From an optimization exercise on the open Yosys and OpenROAD flow, aimed at small area; shortcuts taken in it are not production practice. The RTL was checked by simulation tests, not by an equivalence proof against the original design. Power is estimated from default activity; no workload was simulated.

==> design/flow/design.v <==
module BCDtoSSeg (input [3:0] BCD, output reg [6:0] SSeg);
always @(*) begin
  case (BCD)
    4'd0: SSeg = 7'b0000001;
    4'd1: SSeg = 7'b1001111;
    4'd2: SSeg = 7'b0010010;
    4'd3: SSeg = 7'b0000110;
    4'd4: SSeg = 7'b1001100;
    4'd5: SSeg = 7'b0100100;
    4'd6: SSeg = 7'b0100000;
    4'd7: SSeg = 7'b0001111;
    4'd8: SSeg = 7'b0000000;
    4'd9: SSeg = 7'b0000100;
    4'ha: SSeg = 7'b0001000;
    4'hb: SSeg = 7'b1100000;
    4'hc: SSeg = 7'b0110001;
    4'hd: SSeg = 7'b1000010;
    4'he: SSeg = 7'b0110000;
    default: SSeg = 7'b0111000;
  endcase
end
endmodule
module Temporizador7seg (
    input clk,
    input reset,
    input fast_button,
    output [1:0] an,
    output [6:0] sseg,
    output reg bandera
);
    reg [3:0] BCD;
    reg [5:0] counter_seg;    
    reg fast_q;               
    reg freq;
    reg [5:0] segundero;      
    wire wrap = fast_q ? (counter_seg > 6'd10) : (counter_seg[5] & counter_seg[3] & counter_seg[0]);
    wire freq_rise = wrap & ~freq;
    always @(posedge clk) begin
        if (reset | wrap) counter_seg <= 6'd0;
        else counter_seg <= counter_seg + 6'd1;
        if (!wrap) fast_q <= fast_button;
        if (reset) freq <= 1'b0;
        else freq <= freq ^ wrap;
    end
    always @(posedge clk) begin
        if (reset) begin
            segundero <= 6'd0;
            BCD <= 4'd9;
            bandera <= 1'b0;
        end else if (freq_rise) begin
            if (segundero == 6'd60) begin
                segundero <= 6'd0;
                BCD <= (BCD == 4'd0) ? 4'd9 : BCD - 4'd1;
            end else begin
                segundero <= segundero + 6'd1;
                bandera <= (segundero == 6'd59) & (BCD == 4'd0);
            end
        end
    end
    assign an = 2'b10;
    BCDtoSSeg visualizador (.BCD(BCD), .SSeg(sseg));
endmodule
module UltrasonicSensor(
    input clk,
    input rst,
    output trigger,
    input echo,
    output reg object_detected
);
    reg [2:0] trig_counter;
    assign trigger = trig_counter[2] & trig_counter[1];
    always @(posedge clk) begin
        if (rst | trigger) trig_counter <= 3'd0;
        else trig_counter <= trig_counter + 3'd1;
    end
    reg echo_q;
    reg [9:0] counter;
    wire sat = counter[9] & counter[6] & counter[3] & counter[2] & counter[0];
    always @(posedge clk) begin
        echo_q <= echo & ~rst;
        if (!echo_q) counter <= 10'd0;
        else if (!sat) counter <= counter + 10'd1;
        if (rst) object_detected <= 1'b1;
        else if (echo_q & ~echo) object_detected <= ~sat;
    end
endmodule
module control_fsm (
    input wire clk,
    input wire rst,
    input wire boton_jugar,
    input wire boton_alimentar,
    input wire sensor_luz,      
    input wire boton_curar,
    input wire boton_caricia,
    input wire fast_button,
    output reg [2:0] sac,
    output reg [2:0] div,
    output reg [1:0] des_h,
    output reg des_l,
    output reg [2:0] sal,
    output reg [2:0] fel,
    output reg [2:0] state,
    output wire [1:0] an,
    output wire [6:0] sseg
);
localparam ESTADO_IDEAL     = 3'b000;
localparam ESTADO_NEUTRO    = 3'b001;
localparam ESTADO_DIVERSION = 3'b010;
localparam ESTADO_ALIMENTAR = 3'b011;
localparam ESTADO_DESCANSO  = 3'b100;
localparam ESTADO_SALUD     = 3'b101;
localparam ESTADO_FELIZ     = 3'b110;
localparam ESTADO_MUERTO    = 3'b111;
reg [8:0] timer;
wire bandera;
reg bandera_prev;
Temporizador7seg temporizador_inst (
    .clk(clk),
    .reset(rst),
    .fast_button(fast_button),
    .an(an),
    .sseg(sseg),
    .bandera(bandera)
);
function [2:0] lvl_inc(input [2:0] n);
    lvl_inc = n[2] ? 3'd4 : n + 3'd1;
endfunction
function [2:0] lvl_dec(input [2:0] n);
    lvl_dec = (n == 3'd0) ? 3'd0 : n - 3'd1;
endfunction
wire t400 = timer[8] & timer[7] & timer[4];
wire t240 = timer[7] & timer[6] & timer[5] & timer[4];
wire t120 = (timer[7:0] == 8'd120);
wire accion = (state != ESTADO_IDEAL) & (state != ESTADO_NEUTRO) & (state != ESTADO_MUERTO);
wire bump = ~t240 & (t120 | bandera);
always @(posedge clk) begin
    if (rst) begin
        timer <= 9'd0;
    end else if ((state == ESTADO_IDEAL & ~t400) | (accion & ~t240 & ~bandera)) begin
        timer <= timer + 9'd1;
    end else begin
        timer <= 9'd0;
    end
end
always @(posedge clk) begin
    if (rst) begin
        sac <= 3'd4; div <= 3'd4; sal <= 3'd4; fel <= 3'd4;
        des_h <= 2'd3; des_l <= 1'b1;
        state <= ESTADO_IDEAL;
        bandera_prev <= 1'b0;
    end else begin
        case (state)
            ESTADO_IDEAL: begin
                if (t400) state <= ESTADO_NEUTRO;
            end
            ESTADO_NEUTRO: begin
                if (bandera) begin
                    if (!bandera_prev) begin
                        bandera_prev <= 1'b1;
                        sac <= lvl_dec(sac);
                        div <= lvl_dec(div);
                        sal <= lvl_dec(sal);
                        fel <= lvl_dec(fel);
                        if (des_h != 2'd0) des_h <= des_h - 2'd1;
                        else des_l <= 1'b0;
                    end
                end else if (sac == 3'd0 || sal == 3'd0) begin
                    state <= ESTADO_MUERTO;
                end else begin
                    bandera_prev <= 1'b0;
                    if (boton_jugar) state <= ESTADO_DIVERSION;
                    else if (boton_alimentar) state <= ESTADO_ALIMENTAR;
                    else if (sensor_luz) state <= ESTADO_DESCANSO;
                    else if (boton_curar) state <= ESTADO_SALUD;
                    else if (boton_caricia) state <= ESTADO_FELIZ;
                end
            end
            ESTADO_MUERTO: begin
                sac <= 3'd0; div <= 3'd0; sal <= 3'd0; fel <= 3'd0;
                des_h <= 2'd0; des_l <= 1'b0;
            end
            default: begin   
                if (t240 | bandera) state <= ESTADO_NEUTRO;
                if (bump) begin
                    case (state)
                        ESTADO_DIVERSION: begin
                            div <= lvl_inc(div);
                            fel <= lvl_inc(fel);
                            if (des_h != 2'd0) des_h <= des_h - 2'd1;
                            else if (des_l) des_h <= 2'd3;
                        end
                        ESTADO_ALIMENTAR: sac <= lvl_inc(sac);
                        ESTADO_DESCANSO: begin
                            if (~des_h[1] | (~des_h[0] & ~des_l)) des_h <= des_h + 2'd1;
                            else begin des_h <= 2'd3; des_l <= 1'b1; end
                        end
                        ESTADO_SALUD: sal <= lvl_inc(sal);
                        default: fel <= lvl_inc(fel);
                    endcase
                end
            end
        endcase
    end
end
endmodule
module visualizacion_personalizada (
    input clk,
    input rst,
    input [2:0] estado,
    input [2:0] sac,
    input [2:0] div,
    input [1:0] des_h,
    input des_l,
    input [2:0] sal,
    input [2:0] fel,
    input luz,
    input cercania,
    input fast,
    output rs,
    output enable,
    output reg [7:0] data
);
function [4:0] face_rom(input [2:0] st, input [5:0] i);
  begin
    case ({st, i})
      9'd0: face_rom = 5'b11111;
      9'd1: face_rom = 5'b10001;
      9'd2: face_rom = 5'b10111;
      9'd3: face_rom = 5'b10001;
      9'd4: face_rom = 5'b11101;
      9'd5: face_rom = 5'b11101;
      9'd6: face_rom = 5'b10001;
      9'd7: face_rom = 5'b11111;
      9'd8: face_rom = 5'b11111;
      9'd9: face_rom = 5'b10001;
      9'd10: face_rom = 5'b10101;
      9'd11: face_rom = 5'b10101;
      9'd12: face_rom = 5'b10011;
      9'd13: face_rom = 5'b10101;
      9'd14: face_rom = 5'b10101;
      9'd15: face_rom = 5'b11111;
      9'd16: face_rom = 5'b11111;
      9'd17: face_rom = 5'b10011;
      9'd18: face_rom = 5'b10101;
      9'd19: face_rom = 5'b10101;
      9'd20: face_rom = 5'b10101;
      9'd21: face_rom = 5'b10101;
      9'd22: face_rom = 5'b10011;
      9'd23: face_rom = 5'b11111;
      9'd24: face_rom = 5'b11111;
      9'd25: face_rom = 5'b10001;
      9'd26: face_rom = 5'b10111;
      9'd27: face_rom = 5'b10111;
      9'd28: face_rom = 5'b10101;
      9'd29: face_rom = 5'b10101;
      9'd30: face_rom = 5'b10001;
      9'd31: face_rom = 5'b11111;
      9'd32: face_rom = 5'b11111;
      9'd33: face_rom = 5'b11011;
      9'd34: face_rom = 5'b10011;
      9'd35: face_rom = 5'b11011;
      9'd36: face_rom = 5'b11011;
      9'd37: face_rom = 5'b11011;
      9'd38: face_rom = 5'b10001;
      9'd39: face_rom = 5'b11111;
      9'd40: face_rom = 5'b11111;
      9'd41: face_rom = 5'b10001;
      9'd42: face_rom = 5'b10101;
      9'd43: face_rom = 5'b10101;
      9'd44: face_rom = 5'b10101;
      9'd45: face_rom = 5'b10101;
      9'd46: face_rom = 5'b10001;
      9'd47: face_rom = 5'b11111;
      9'd48: face_rom = 5'b01010;
      9'd49: face_rom = 5'b10101;
      9'd50: face_rom = 5'b01010;
      9'd51: face_rom = 5'b10101;
      9'd52: face_rom = 5'b01010;
      9'd53: face_rom = 5'b10101;
      9'd54: face_rom = 5'b01010;
      9'd55: face_rom = 5'b10101;
      9'd56: face_rom = 5'b01010;
      9'd57: face_rom = 5'b10101;
      9'd58: face_rom = 5'b01010;
      9'd59: face_rom = 5'b10101;
      9'd60: face_rom = 5'b01010;
      9'd61: face_rom = 5'b10101;
      9'd62: face_rom = 5'b01010;
      9'd63: face_rom = 5'b01010;
      9'd64: face_rom = 5'b00011;
      9'd65: face_rom = 5'b00111;
      9'd66: face_rom = 5'b01111;
      9'd67: face_rom = 5'b11100;
      9'd68: face_rom = 5'b11111;
      9'd69: face_rom = 5'b11111;
      9'd70: face_rom = 5'b11111;
      9'd71: face_rom = 5'b11111;
      9'd72: face_rom = 5'b11111;
      9'd73: face_rom = 5'b11111;
      9'd74: face_rom = 5'b11111;
      9'd75: face_rom = 5'b00100;
      9'd76: face_rom = 5'b11111;
      9'd77: face_rom = 5'b11111;
      9'd78: face_rom = 5'b11111;
      9'd79: face_rom = 5'b11111;
      9'd80: face_rom = 5'b11000;
      9'd81: face_rom = 5'b11100;
      9'd82: face_rom = 5'b11110;
      9'd83: face_rom = 5'b00111;
      9'd84: face_rom = 5'b11111;
      9'd85: face_rom = 5'b11111;
      9'd86: face_rom = 5'b11111;
      9'd87: face_rom = 5'b11111;
      9'd88: face_rom = 5'b11111;
      9'd89: face_rom = 5'b11111;
      9'd90: face_rom = 5'b11111;
      9'd91: face_rom = 5'b11111;
      9'd92: face_rom = 5'b11111;
      9'd93: face_rom = 5'b11111;
      9'd94: face_rom = 5'b11111;
      9'd95: face_rom = 5'b11111;
      9'd96: face_rom = 5'b11111;
      9'd97: face_rom = 5'b00000;
      9'd98: face_rom = 5'b00000;
      9'd99: face_rom = 5'b00000;
      9'd100: face_rom = 5'b00000;
      9'd101: face_rom = 5'b00000;
      9'd102: face_rom = 5'b00000;
      9'd103: face_rom = 5'b11111;
      9'd104: face_rom = 5'b11111;
      9'd105: face_rom = 5'b11111;
      9'd106: face_rom = 5'b11111;
      9'd107: face_rom = 5'b11111;
      9'd108: face_rom = 5'b11111;
      9'd109: face_rom = 5'b11111;
      9'd110: face_rom = 5'b11111;
      9'd111: face_rom = 5'b11111;
      9'd112: face_rom = 5'b11111;
      9'd113: face_rom = 5'b11111;
      9'd114: face_rom = 5'b11111;
      9'd115: face_rom = 5'b11111;
      9'd116: face_rom = 5'b11111;
      9'd117: face_rom = 5'b01110;
      9'd118: face_rom = 5'b01110;
      9'd119: face_rom = 5'b00100;
      9'd120: face_rom = 5'b11111;
      9'd121: face_rom = 5'b11111;
      9'd122: face_rom = 5'b11111;
      9'd123: face_rom = 5'b11111;
      9'd124: face_rom = 5'b11111;
      9'd125: face_rom = 5'b01110;
      9'd126: face_rom = 5'b01110;
      9'd127: face_rom = 5'b01110;
      9'd128: face_rom = 5'b00011;
      9'd129: face_rom = 5'b00111;
      9'd130: face_rom = 5'b01111;
      9'd131: face_rom = 5'b11110;
      9'd132: face_rom = 5'b11110;
      9'd133: face_rom = 5'b11111;
      9'd134: face_rom = 5'b11111;
      9'd135: face_rom = 5'b11111;
      9'd136: face_rom = 5'b11111;
      9'd137: face_rom = 5'b11111;
      9'd138: face_rom = 5'b11111;
      9'd139: face_rom = 5'b01110;
      9'd140: face_rom = 5'b01110;
      9'd141: face_rom = 5'b11111;
      9'd142: face_rom = 5'b11111;
      9'd143: face_rom = 5'b11111;
      9'd144: face_rom = 5'b11000;
      9'd145: face_rom = 5'b11100;
      9'd146: face_rom = 5'b11110;
      9'd147: face_rom = 5'b01111;
      9'd148: face_rom = 5'b01111;
      9'd149: face_rom = 5'b11111;
      9'd150: face_rom = 5'b11111;
      9'd151: face_rom = 5'b11111;
      9'd152: face_rom = 5'b11111;
      9'd153: face_rom = 5'b11000;
      9'd154: face_rom = 5'b11100;
      9'd155: face_rom = 5'b11110;
      9'd156: face_rom = 5'b11111;
      9'd157: face_rom = 5'b11111;
      9'd158: face_rom = 5'b11111;
      9'd159: face_rom = 5'b11111;
      9'd160: face_rom = 5'b11111;
      9'd161: face_rom = 5'b00000;
      9'd162: face_rom = 5'b00000;
      9'd163: face_rom = 5'b00000;
      9'd164: face_rom = 5'b00000;
      9'd165: face_rom = 5'b11111;
      9'd166: face_rom = 5'b11111;
      9'd167: face_rom = 5'b11111;
      9'd168: face_rom = 5'b11111;
      9'd169: face_rom = 5'b00011;
      9'd170: face_rom = 5'b00111;
      9'd171: face_rom = 5'b01111;
      9'd172: face_rom = 5'b11111;
      9'd173: face_rom = 5'b11111;
      9'd174: face_rom = 5'b11111;
      9'd175: face_rom = 5'b11111;
      9'd176: face_rom = 5'b11111;
      9'd177: face_rom = 5'b11111;
      9'd178: face_rom = 5'b11111;
      9'd179: face_rom = 5'b11111;
      9'd180: face_rom = 5'b11111;
      9'd181: face_rom = 5'b01110;
      9'd182: face_rom = 5'b01110;
      9'd183: face_rom = 5'b00100;
      9'd184: face_rom = 5'b11111;
      9'd185: face_rom = 5'b11111;
      9'd186: face_rom = 5'b11111;
      9'd187: face_rom = 5'b11111;
      9'd188: face_rom = 5'b11111;
      9'd189: face_rom = 5'b01110;
      9'd190: face_rom = 5'b01110;
      9'd191: face_rom = 5'b01110;
      9'd192: face_rom = 5'b11111;
      9'd193: face_rom = 5'b11111;
      9'd194: face_rom = 5'b11100;
      9'd195: face_rom = 5'b11011;
      9'd196: face_rom = 5'b10011;
      9'd197: face_rom = 5'b10111;
      9'd198: face_rom = 5'b10111;
      9'd199: face_rom = 5'b10111;
      9'd200: face_rom = 5'b11101;
      9'd201: face_rom = 5'b11011;
      9'd202: face_rom = 5'b01010;
      9'd203: face_rom = 5'b10001;
      9'd204: face_rom = 5'b11011;
      9'd205: face_rom = 5'b11111;
      9'd206: face_rom = 5'b11111;
      9'd207: face_rom = 5'b11111;
      9'd208: face_rom = 5'b11111;
      9'd209: face_rom = 5'b11111;
      9'd210: face_rom = 5'b00111;
      9'd211: face_rom = 5'b11011;
      9'd212: face_rom = 5'b11101;
      9'd213: face_rom = 5'b11101;
      9'd214: face_rom = 5'b11101;
      9'd215: face_rom = 5'b11101;
      9'd216: face_rom = 5'b10111;
      9'd217: face_rom = 5'b10111;
      9'd218: face_rom = 5'b10111;
      9'd219: face_rom = 5'b10111;
      9'd220: face_rom = 5'b10111;
      9'd221: face_rom = 5'b11011;
      9'd222: face_rom = 5'b11100;
      9'd223: face_rom = 5'b11111;
      9'd224: face_rom = 5'b11111;
      9'd225: face_rom = 5'b11111;
      9'd226: face_rom = 5'b11111;
      9'd227: face_rom = 5'b11111;
      9'd228: face_rom = 5'b11111;
      9'd229: face_rom = 5'b11111;
      9'd230: face_rom = 5'b00000;
      9'd231: face_rom = 5'b11111;
      9'd232: face_rom = 5'b11101;
      9'd233: face_rom = 5'b11101;
      9'd234: face_rom = 5'b11101;
      9'd235: face_rom = 5'b11101;
      9'd236: face_rom = 5'b11101;
      9'd237: face_rom = 5'b11011;
      9'd238: face_rom = 5'b00111;
      9'd239: face_rom = 5'b11111;
      9'd240: face_rom = 5'b11111;
      9'd241: face_rom = 5'b11011;
      9'd242: face_rom = 5'b11011;
      9'd243: face_rom = 5'b10001;
      9'd244: face_rom = 5'b11011;
      9'd245: face_rom = 5'b11011;
      9'd246: face_rom = 5'b11111;
      9'd247: face_rom = 5'b11111;
      9'd248: face_rom = 5'b11111;
      9'd249: face_rom = 5'b10001;
      9'd250: face_rom = 5'b10111;
      9'd251: face_rom = 5'b10111;
      9'd252: face_rom = 5'b10111;
      9'd253: face_rom = 5'b10111;
      9'd254: face_rom = 5'b10001;
      9'd255: face_rom = 5'b10001;
      9'd256: face_rom = 5'b00011;
      9'd257: face_rom = 5'b00111;
      9'd258: face_rom = 5'b01111;
      9'd259: face_rom = 5'b11100;
      9'd260: face_rom = 5'b11111;
      9'd261: face_rom = 5'b11111;
      9'd262: face_rom = 5'b11111;
      9'd263: face_rom = 5'b11111;
      9'd264: face_rom = 5'b11111;
      9'd265: face_rom = 5'b11111;
      9'd266: face_rom = 5'b11111;
      9'd267: face_rom = 5'b00100;
      9'd268: face_rom = 5'b11111;
      9'd269: face_rom = 5'b11111;
      9'd270: face_rom = 5'b11111;
      9'd271: face_rom = 5'b11111;
      9'd272: face_rom = 5'b11000;
      9'd273: face_rom = 5'b11100;
      9'd274: face_rom = 5'b11110;
      9'd275: face_rom = 5'b00111;
      9'd276: face_rom = 5'b11111;
      9'd277: face_rom = 5'b11111;
      9'd278: face_rom = 5'b11111;
      9'd279: face_rom = 5'b11111;
      9'd280: face_rom = 5'b11111;
      9'd281: face_rom = 5'b11111;
      9'd282: face_rom = 5'b11111;
      9'd283: face_rom = 5'b11111;
      9'd284: face_rom = 5'b11111;
      9'd285: face_rom = 5'b11111;
      9'd286: face_rom = 5'b11111;
      9'd287: face_rom = 5'b11111;
      9'd288: face_rom = 5'b11111;
      9'd289: face_rom = 5'b11111;
      9'd290: face_rom = 5'b11111;
      9'd291: face_rom = 5'b11111;
      9'd292: face_rom = 5'b10001;
      9'd293: face_rom = 5'b11111;
      9'd294: face_rom = 5'b11111;
      9'd295: face_rom = 5'b11111;
      9'd296: face_rom = 5'b11111;
      9'd297: face_rom = 5'b11111;
      9'd298: face_rom = 5'b11111;
      9'd299: face_rom = 5'b11111;
      9'd300: face_rom = 5'b11111;
      9'd301: face_rom = 5'b11111;
      9'd302: face_rom = 5'b11111;
      9'd303: face_rom = 5'b11111;
      9'd304: face_rom = 5'b11111;
      9'd305: face_rom = 5'b11111;
      9'd306: face_rom = 5'b11111;
      9'd307: face_rom = 5'b11111;
      9'd308: face_rom = 5'b11111;
      9'd309: face_rom = 5'b01110;
      9'd310: face_rom = 5'b01110;
      9'd311: face_rom = 5'b00100;
      9'd312: face_rom = 5'b11111;
      9'd313: face_rom = 5'b11111;
      9'd314: face_rom = 5'b11111;
      9'd315: face_rom = 5'b11111;
      9'd316: face_rom = 5'b11111;
      9'd317: face_rom = 5'b01110;
      9'd318: face_rom = 5'b01110;
      9'd319: face_rom = 5'b01110;
      9'd320: face_rom = 5'b11111;
      9'd321: face_rom = 5'b11111;
      9'd322: face_rom = 5'b11111;
      9'd323: face_rom = 5'b11111;
      9'd324: face_rom = 5'b11111;
      9'd325: face_rom = 5'b11111;
      9'd326: face_rom = 5'b11111;
      9'd327: face_rom = 5'b11111;
      9'd328: face_rom = 5'b11111;
      9'd329: face_rom = 5'b11111;
      9'd330: face_rom = 5'b10001;
      9'd331: face_rom = 5'b10001;
      9'd332: face_rom = 5'b10001;
      9'd333: face_rom = 5'b10001;
      9'd334: face_rom = 5'b10001;
      9'd335: face_rom = 5'b10001;
      9'd336: face_rom = 5'b11111;
      9'd337: face_rom = 5'b11111;
      9'd338: face_rom = 5'b11111;
      9'd339: face_rom = 5'b11111;
      9'd340: face_rom = 5'b11111;
      9'd341: face_rom = 5'b11111;
      9'd342: face_rom = 5'b11111;
      9'd343: face_rom = 5'b11111;
      9'd344: face_rom = 5'b11111;
      9'd345: face_rom = 5'b11000;
      9'd346: face_rom = 5'b11000;
      9'd347: face_rom = 5'b11000;
      9'd348: face_rom = 5'b11000;
      9'd349: face_rom = 5'b11000;
      9'd350: face_rom = 5'b11111;
      9'd351: face_rom = 5'b11111;
      9'd352: face_rom = 5'b10001;
      9'd353: face_rom = 5'b00000;
      9'd354: face_rom = 5'b00000;
      9'd355: face_rom = 5'b00000;
      9'd356: face_rom = 5'b00000;
      9'd357: face_rom = 5'b00000;
      9'd358: face_rom = 5'b10001;
      9'd359: face_rom = 5'b10001;
      9'd360: face_rom = 5'b11111;
      9'd361: face_rom = 5'b00011;
      9'd362: face_rom = 5'b00011;
      9'd363: face_rom = 5'b00011;
      9'd364: face_rom = 5'b00011;
      9'd365: face_rom = 5'b00011;
      9'd366: face_rom = 5'b11111;
      9'd367: face_rom = 5'b11111;
      9'd368: face_rom = 5'b11111;
      9'd369: face_rom = 5'b11111;
      9'd370: face_rom = 5'b11111;
      9'd371: face_rom = 5'b11111;
      9'd372: face_rom = 5'b11111;
      9'd373: face_rom = 5'b11111;
      9'd374: face_rom = 5'b11111;
      9'd375: face_rom = 5'b11111;
      9'd376: face_rom = 5'b10001;
      9'd377: face_rom = 5'b10001;
      9'd378: face_rom = 5'b10001;
      9'd379: face_rom = 5'b10001;
      9'd380: face_rom = 5'b10001;
      9'd381: face_rom = 5'b10001;
      9'd382: face_rom = 5'b11111;
      9'd383: face_rom = 5'b11111;
      9'd384: face_rom = 5'b00011;
      9'd385: face_rom = 5'b00111;
      9'd386: face_rom = 5'b01110;
      9'd387: face_rom = 5'b11110;
      9'd388: face_rom = 5'b11110;
      9'd389: face_rom = 5'b11111;
      9'd390: face_rom = 5'b11111;
      9'd391: face_rom = 5'b11111;
      9'd392: face_rom = 5'b11111;
      9'd393: face_rom = 5'b11111;
      9'd394: face_rom = 5'b01110;
      9'd395: face_rom = 5'b01110;
      9'd396: face_rom = 5'b01110;
      9'd397: face_rom = 5'b11111;
      9'd398: face_rom = 5'b11111;
      9'd399: face_rom = 5'b11111;
      9'd400: face_rom = 5'b11000;
      9'd401: face_rom = 5'b11100;
      9'd402: face_rom = 5'b01110;
      9'd403: face_rom = 5'b01111;
      9'd404: face_rom = 5'b01111;
      9'd405: face_rom = 5'b11111;
      9'd406: face_rom = 5'b11111;
      9'd407: face_rom = 5'b11111;
      9'd408: face_rom = 5'b11111;
      9'd409: face_rom = 5'b11111;
      9'd410: face_rom = 5'b11111;
      9'd411: face_rom = 5'b11111;
      9'd412: face_rom = 5'b11111;
      9'd413: face_rom = 5'b11111;
      9'd414: face_rom = 5'b11111;
      9'd415: face_rom = 5'b11111;
      9'd416: face_rom = 5'b11111;
      9'd417: face_rom = 5'b11111;
      9'd418: face_rom = 5'b11101;
      9'd419: face_rom = 5'b11011;
      9'd420: face_rom = 5'b10111;
      9'd421: face_rom = 5'b11011;
      9'd422: face_rom = 5'b11101;
      9'd423: face_rom = 5'b11111;
      9'd424: face_rom = 5'b11111;
      9'd425: face_rom = 5'b11111;
      9'd426: face_rom = 5'b11111;
      9'd427: face_rom = 5'b11111;
      9'd428: face_rom = 5'b11111;
      9'd429: face_rom = 5'b11111;
      9'd430: face_rom = 5'b11111;
      9'd431: face_rom = 5'b11111;
      9'd432: face_rom = 5'b11111;
      9'd433: face_rom = 5'b11111;
      9'd434: face_rom = 5'b11111;
      9'd435: face_rom = 5'b11111;
      9'd436: face_rom = 5'b01110;
      9'd437: face_rom = 5'b00100;
      9'd438: face_rom = 5'b00000;
      9'd439: face_rom = 5'b00000;
      9'd440: face_rom = 5'b11111;
      9'd441: face_rom = 5'b11111;
      9'd442: face_rom = 5'b11111;
      9'd443: face_rom = 5'b11111;
      9'd444: face_rom = 5'b01110;
      9'd445: face_rom = 5'b00100;
      9'd446: face_rom = 5'b00000;
      9'd447: face_rom = 5'b00000;
      9'd448: face_rom = 5'b11111;
      9'd449: face_rom = 5'b11111;
      9'd450: face_rom = 5'b11111;
      9'd451: face_rom = 5'b11111;
      9'd452: face_rom = 5'b11111;
      9'd453: face_rom = 5'b11111;
      9'd454: face_rom = 5'b11111;
      9'd455: face_rom = 5'b11111;
      9'd456: face_rom = 5'b11111;
      9'd457: face_rom = 5'b11111;
      9'd458: face_rom = 5'b11111;
      9'd459: face_rom = 5'b11111;
      9'd460: face_rom = 5'b11111;
      9'd461: face_rom = 5'b11111;
      9'd462: face_rom = 5'b11111;
      9'd463: face_rom = 5'b11111;
      9'd464: face_rom = 5'b11111;
      9'd465: face_rom = 5'b11111;
      9'd466: face_rom = 5'b11111;
      9'd467: face_rom = 5'b11111;
      9'd468: face_rom = 5'b11111;
      9'd469: face_rom = 5'b11111;
      9'd470: face_rom = 5'b11111;
      9'd471: face_rom = 5'b11111;
      9'd472: face_rom = 5'b11111;
      9'd473: face_rom = 5'b10001;
      9'd474: face_rom = 5'b10101;
      9'd475: face_rom = 5'b10101;
      9'd476: face_rom = 5'b10011;
      9'd477: face_rom = 5'b10101;
      9'd478: face_rom = 5'b10101;
      9'd479: face_rom = 5'b11111;
      9'd480: face_rom = 5'b11111;
      9'd481: face_rom = 5'b10001;
      9'd482: face_rom = 5'b11011;
      9'd483: face_rom = 5'b11011;
      9'd484: face_rom = 5'b11011;
      9'd485: face_rom = 5'b11011;
      9'd486: face_rom = 5'b10001;
      9'd487: face_rom = 5'b11111;
      9'd488: face_rom = 5'b11111;
      9'd489: face_rom = 5'b10001;
      9'd490: face_rom = 5'b10101;
      9'd491: face_rom = 5'b10101;
      9'd492: face_rom = 5'b10001;
      9'd493: face_rom = 5'b10111;
      9'd494: face_rom = 5'b10111;
      9'd495: face_rom = 5'b11111;
      9'd496: face_rom = 5'b11111;
      9'd497: face_rom = 5'b11111;
      9'd498: face_rom = 5'b11111;
      9'd499: face_rom = 5'b11111;
      9'd500: face_rom = 5'b11111;
      9'd501: face_rom = 5'b11111;
      9'd502: face_rom = 5'b11111;
      9'd503: face_rom = 5'b11111;
      9'd504: face_rom = 5'b11111;
      9'd505: face_rom = 5'b11111;
      9'd506: face_rom = 5'b11111;
      9'd507: face_rom = 5'b11111;
      9'd508: face_rom = 5'b11111;
      9'd509: face_rom = 5'b11111;
      9'd510: face_rom = 5'b11111;
      9'd511: face_rom = 5'b11111;
      default: face_rom = 5'b00000;
    endcase
  end
endfunction
reg [2:0] div_cnt;
assign enable = div_cnt[2];
wire tick = ~div_cnt[2] & div_cnt[1] & div_cnt[0];
always @(posedge clk) begin
    if (rst) div_cnt <= 3'd0;
    else div_cnt <= div_cnt + 3'd1;
end
reg [1:0] ph;
reg t;
reg [6:0] x;
reg [2:0] s;    
wire c39 = x[5] & x[2] & x[1] & x[0];
always @(posedge clk) begin
    if (rst) begin
        ph <= 2'd0;
        x[2:0] <= 3'd0;
    end else if (tick) begin
        case (ph)
            2'd0: begin
                if (x[2]) begin ph <= 2'd1; x <= 7'd0; t <= 1'b0; end
                else x[2:0] <= x[2:0] + 3'd1;
            end
            2'd1: begin
                if (!t) t <= 1'b1;
                else if (x[5:0] == 6'd63) begin ph <= 2'd2; x <= 7'd0; t <= 1'b0; end
                else begin x <= x + 7'd1; t <= (x[2:0] != 3'd7); end
            end
            default: begin
                if (!t) t <= 1'b1;
                else if (c39) begin
                    if (x[6]) ph <= 2'd0;
                    else begin x <= 7'd64; t <= 1'b0; end
                end else begin x <= x + 7'd1; t <= 1'b0; end
            end
        endcase
    end
end
reg flag;
always @(*) begin
    case (x)
        7'h0E, 7'h0F: flag = luz;
        7'h22, 7'h23: flag = cercania;
        7'h4E, 7'h4F: flag = fast;
        7'h04: flag = (sac == 3'd4);
        7'h44: flag = (sac >= 3'd3);
        7'h18: flag = (sac >= 3'd2);
        7'h58: flag = (sac != 3'd0);
        7'h06: flag = (div == 3'd4);
        7'h46: flag = (div >= 3'd3);
        7'h1A: flag = (div >= 3'd2);
        7'h5A: flag = (div != 3'd0);
        7'h08: flag = (des_h == 2'd3) & des_l;
        7'h48: flag = (des_h == 2'd3) | ((des_h == 2'd2) & des_l);
        7'h1C: flag = des_h[1] | ((des_h == 2'd1) & des_l);
        7'h5C: flag = (des_h != 2'd0) | des_l;
        7'h0A: flag = (sal == 3'd4);
        7'h4A: flag = (sal >= 3'd3);
        7'h1E: flag = (sal >= 3'd2);
        7'h5E: flag = (sal != 3'd0);
        7'h0C: flag = (fel == 3'd4);
        7'h4C: flag = (fel >= 3'd3);
        7'h20: flag = (fel >= 3'd2);
        7'h60: flag = (fel != 3'd0);
        default: flag = 1'b0;
    endcase
end
always @(posedge clk) begin
    if (tick & ~(ph == 2'd1 & t & x[5:0] == 6'd62)) begin
        s[2:1] <= estado[2:1];
        s[0] <= (ph == 2'd2 & ~t) ? flag : estado[0];
    end
end
reg [7:0] chr;
always @(*) begin
    case (x)
        7'h00, 7'h11: chr = 8'h00;
        7'h01, 7'h12: chr = 8'h01;
        7'h02, 7'h13: chr = 8'h02;
        7'h40, 7'h51: chr = 8'h03;
        7'h41, 7'h52: chr = 8'h04;
        7'h42, 7'h53: chr = 8'h05;
        7'h14, 7'h25: chr = 8'h06;
        7'h15, 7'h26: chr = 8'h07;
        7'h16, 7'h27: chr = 8'h06;
        7'h0E, 7'h0F: chr = s[0] ? 8'h2A : 8'hA0;
        7'h22, 7'h23: chr = s[0] ? 8'hFC : 8'hA0;
        7'h4E, 7'h4F: chr = s[0] ? 8'h3E : 8'hA0;
        default: chr = s[0] ? 8'hFF : 8'hA0;
    endcase
end
assign rs = t & (ph != 2'd0);
always @(*) begin
    case (ph)
        2'd0: case (x[2:0])
                  3'd1: data = 8'h38;
                  3'd2: data = 8'h0C;
                  3'd3: data = 8'h01;
                  default: data = 8'h00;
              endcase
        2'd1: data = t ? {3'b000, face_rom(s, x[5:0])} : {2'b01, x[5:0]};
        default: data = t ? chr : {1'b1, x};
    endcase
end
endmodule
module TamaguchiUpdateNewPro(
    input boton_jugar,
    input boton_alimentar,
    input sensor_luz,
    input boton_curar,
    input echo,
    input rst_neg,
    input clk,
    input boton_acelerar,
    output trigger,
    output [6:0] segment,
    output [1:0] anodos,
    output rs,
    output rw,
    output enable,
    output [7:0] data,
    output prb
);
wire rst = ~rst_neg;
assign prb = boton_acelerar;
assign rw = 1'b0;
wire object_detected;
wire [2:0] state;
wire [2:0] sac, div, sal, fel;   
wire [1:0] des_h;                
wire des_l;
control_fsm modulo_principal(
    .clk(clk),
    .rst(rst),
    .boton_jugar(boton_jugar),
    .boton_alimentar(boton_alimentar),
    .boton_curar(boton_curar),
    .sensor_luz(sensor_luz),
    .boton_caricia(object_detected),
    .fast_button(boton_acelerar),
    .sac(sac), .div(div), .des_h(des_h), .des_l(des_l), .sal(sal), .fel(fel),
    .state(state),
    .an(anodos),
    .sseg(segment)
);
UltrasonicSensor dhaissdnas(
    .clk(clk),
    .rst(rst),
    .trigger(trigger),
    .echo(echo),
    .object_detected(object_detected)
);
visualizacion_personalizada diahdias(
    .clk(clk),
    .rst(rst),
    .estado(state),
    .sac(sac), .div(div), .des_h(des_h), .des_l(des_l), .sal(sal), .fel(fel),
    .luz(~sensor_luz),
    .cercania(object_detected),
    .fast(boton_acelerar),
    .rs(rs),
    .enable(enable),
    .data(data)
);
endmodule
==> design/flow/run.sh <==
#!/bin/bash
# synth_recipe.tcl (not shown) runs the flow's synth.tcl, then flattens the netlist and writes it again
# the make line also repeats each setting of config.mk as NAME=value (left out here)
make -C /OpenROAD-flow-scripts/flow DESIGN_CONFIG=/design/flow/config.mk WORK_HOME=/design/flow/orfs CLKGATE_MAP_FILE= SYNTH_SCRIPT=/design/flow/synth_recipe.tcl finish
==> design/flow/config.mk <==
export PLATFORM = sky130hd
export DESIGN_NAME = TamaguchiUpdateNewPro
export DESIGN_NICKNAME = TamaguchiUpdateNewPro
export VERILOG_FILES = /design/flow/design.v
export SDC_FILE = /design/flow/constraint.sdc
export NUM_CORES = 4
export LEC_CHECK = 0
export CAP_MARGIN = 20
export CORE_MARGIN = 2
export CORE_UTILIZATION = 40
export PLACE_DENSITY = 0.6
export SLEW_MARGIN = 20
==> design/flow/constraint.sdc <==
create_clock -name core_clock -period 10.0 [get_ports {clk}]
set_input_delay 2.0000 -clock core_clock [delete_from_list [all_inputs] [get_ports {clk}]]
set_output_delay 2.0000 -clock core_clock [all_outputs]
set_load 0.01 [all_outputs]
==> run notes <==
==> worst max-delay path, stage by stage, from the launching register on <==
cell             delay [ns]
dfxtp_1                0.63
inv_1                  0.23
ha_1                   0.52
nor2_2                 0.40
nor3_4                 0.10
nor4_2                 0.43
a31oi_2                0.20
a21boi_0               0.16
o311ai_1               0.39
clkdlybuf4s50_1        0.60
==> power groups by stage <==
stage	Clock, mW	Sequential [mW]	Combinational (mW)
6_report	0.323	0.380	0.157
3_3_place_gp	0	0.387	0.156
2_1_floorplan	0	0.376	0.125
3_5_place_dp	0	0.387	0.155
4_1_cts	0.333	0.379	0.156
5_1_grt	0.345	0.383	0.176
==> Yosys cell counts, drive strengths merged, types with 6 or more instances <==
cell,n,area (sq um)
nor2,92,348
dfxtp,76,1520
nand2,64,240
inv,58,218
ha,56,701
a21oi,39,206
o21ai,39,195
buf,37,258
nor3,33,198
nand3,29,155
clkbuf,28,106
a211oi,21,163
mux2i,21,210
nand2b,20,125
xnor2,20,175
nand4,19,134
a31oi,15,100
and2,14,87.6
nor2b,14,87.6
and3,13,81.3
o22ai,12,75.1
xor2,12,105
or3,10,62.6
a211o,9,78.8
a22oi,9,82.6
a311oi,9,78.8
edfxtp,9,270
mux2,9,101
o211ai,9,67.6
nor4,8,71.3
a21boi,7,52.6
nand3b,7,52.6
o31ai,6,50.1
==> path summary, 6_finish.rpt <==
check | depth (start not counted) | startpoint | end | slack [ns]
worst max register to register | 16 | modulo_principal.temporizador_inst.counter_seg[0] | segment[3] | 6.69
worst min register to register | 1 | dhaissdnas.trig_counter[0] | dhaissdnas.trig_counter[0] | 0.43
worst max-delay path | 9 | diahdias.x[0] | data[2] | 3.98
worst min-delay path | 1 | dhaissdnas.trig_counter[0] | dhaissdnas.trig_counter[0] | 0.43
==> flip-flops by register name, summed over array words and instances (netlist names), 4 cells and up <==
| signal | count |
|---|---|
| modulo_principal.temporizador_inst.segundero | 6 |
| modulo_principal.temporizador_inst.counter_seg | 6 |
| dhaissdnas.counter | 10 |
| diahdias.x | 7 |
| modulo_principal.temporizador_inst.BCD | 4 |
| modulo_principal.timer | 9 |
| segment | 7 |
==> through the flow <==
stage	total power, mW	setup slack [ns]
2_1_floorplan	0.501	5.32
3_3_place_gp	0.543	4.48
3_5_place_dp	0.543	4.40
4_1_cts	0.869	4.01
5_1_grt	0.904	3.76
6_report	0.860	3.98
==> kinds of logic after synthesis <==
| family | after synthesis | share of synthesized area |
|---|---|---|
| AND/OR/NAND/NOR | 352 | 0.259 |
| AO/OA/AOI/OAI | 239 | 0.236 |
| buffers and inverters | 125 | 0.0808 |
| flip-flops | 85 | 0.246 |
| adder cells (fa/ha/maj) | 56 | 0.0961 |
| XOR/XNOR | 32 | 0.0384 |
| multiplexers | 30 | 0.0427 |
| other | 2 | 0.00103 |
==> cell type report <==
type / instances / area (sq um) / share of cell area
tap: 229 / 287 / 0.0367
inverter: 60 / 225 / 0.0289
clock inverter: 4 / 30.0 / 0.00385
timing repair buffer: 31 / 298 / 0.0382
multi-input combinational: 712 / 4910 / 0.630
sequential: 85 / 1790 / 0.230
clock buffer: 12 / 256 / 0.0329
==> placed cells by master (no fill, tap or decap), types with 20 or more instances in the layout <==
cell	count
o21ai_0	37
xnor2_1	20
a21oi_1	38
nor2_1	91
mux2i_1	21
inv_1	57
nand3_1	27
a211oi_1	20
nand2b_1	20
nand2_1	64
dfxtp_1	75
ha_1	56
clkdlybuf4s50_1	26
nor3_1	29
==> per-layer routing <==
metal  track usage  routed length [um]  share of wire
met3        0.0338                1290          0.064
met5             0                   0              0
met2         0.310                8690           0.43
met4        0.0984                 802          0.039
met1         0.293                9530           0.47
==> results.toml <==
[floorplanning]
start_util = 0.407
core_sq_um = 17900
die_x_um = 139
dieArea_sq_um = 19300
die_h_um = 139
rows = 49
pin_count = 30

[clock_network]
cts_tree = "yes"
cts_hold_buf = 0
postCtsSetupRepairBufs = 0
cts-root-buf = "clkbuf_16"
clock-sinks = 85
cts_htree_levels = 3
clk_latency_ns = 0.35
cts_buffers = 9
clockBufferDepth = 2
cts_resized = 0
cts.clk_slew.worst_paths_ns = 0.07

[route]
first_pass_iters = 6
antenna_left = 0
via_count = 6904
wl_per_cell_um = 17.9
wl_um = 20300
drt_iter0_drc = 673
via_per_inst = 6.09
drt_drc_violations_left = 0

[timing]
hold_viol_final = 0
finalHoldWorstSlack_ns = 0.429
worst_slew_pin_slew_ns = 0.997
clock.fmax_mhz = 166
rsz0062_at_grt = "false"
finalSetupViolCount = 0
slew_viol_final = 0
clock_skew_ns = 0.0139
relSlewSlack = 0.336
period_minus_slack_ns = 6.02
fin_crit_sh = 0.602
setup_tns_ns = 0

[yosys]
ys_warn_count = 5
avgSynthCellArea_sq_um = 7.92
syn-cell-area_sq_um = 7290
async_reset_ff_frac = 0
synth-edff-count = 9
yosysSeqAreaShare = 0.246
syn_inst = 921
yosysUniqueCellTypes = 95
synth_flop_cell = "dfxtp_1"
yosys_register_bits = 85

[worst_setup_path]
timing_worst_setup_path_type = "register to output port"
worst_setup_path_start_kind = "register"
path_max_fanout = 20
arrival_ns = 4.02
critPathCaptureType = "output port"
required_ns = 8.00

[outcome]
run_status = "timing/DRC/antenna clean"

[global_routing]
grt_overflow = 0
antenna_found_initial = 0
grt_usage = 0.208
grt_pass1_wl_um = 33400
grt_start_max_net_pins = 61
grt_pass1_vias = 6352

[power]
comb_power_share = 0.182
p_sw_mw = 0.259
sw_frac_of_total = 0.301
power.internal_mw = 0.600
pwr-share-seq = 0.442
power_density_nw_per_um2 = 110
irDropWorstVdd_mv = 0.111
p_clk_frac = 0.376
p_leak_nw = 2.97

[cells_and_area]
final_util = 0.436
fillers = 1818
drive_gt1_frac = 0.0575
area_delta_synth_final_pct = 7.02
layout.nets = 963
final_area_sq_um = 7800
instances_no_fill = 1133
n_antenna_cell = 0

[job]
cap_violations = 0

[placed_design]
gp_congestion = 1.01
dp_hpwl_um = 14400
io_buffer_count = 26
dp_cells = 1117
place_area_sq_um = 7520

[hold_path]
hp-class = "register to register"

what the ideal ports hide:
Ports are ideal in the flow. The routed layout listed here was re-timed in OpenROAD. Step 1 (the two cells are an assumption about what drives the block):
set clk [get_ports {clk}]
set_driving_cell -lib_cell sky130_fd_sc_hd__clkbuf_16 $clk
set_driving_cell -lib_cell sky130_fd_sc_hd__buf_2 [delete_from_list [all_inputs] $clk]
Step 2 times the ports against the registers' clock, not the clock port: input delays grow and output delays shrink by t, the midpoint of the rising clock arrivals with the driver on. a / b / c = ideal ports / drivers / drivers and shift; a / b = the first two.
shift t [ns]: 0.382
slack for setup (ns): 3.979 / 3.935 / 4.317
worst setup path at the end: register to output
clock arrival spread, ns: 0.015 / 0.015
cell pins on the clock port's net: 1
After both steps setup and hold are still met in this run. The setup slack of this run moves by -0.044 ns with the drivers and by +0.338 ns with both steps.
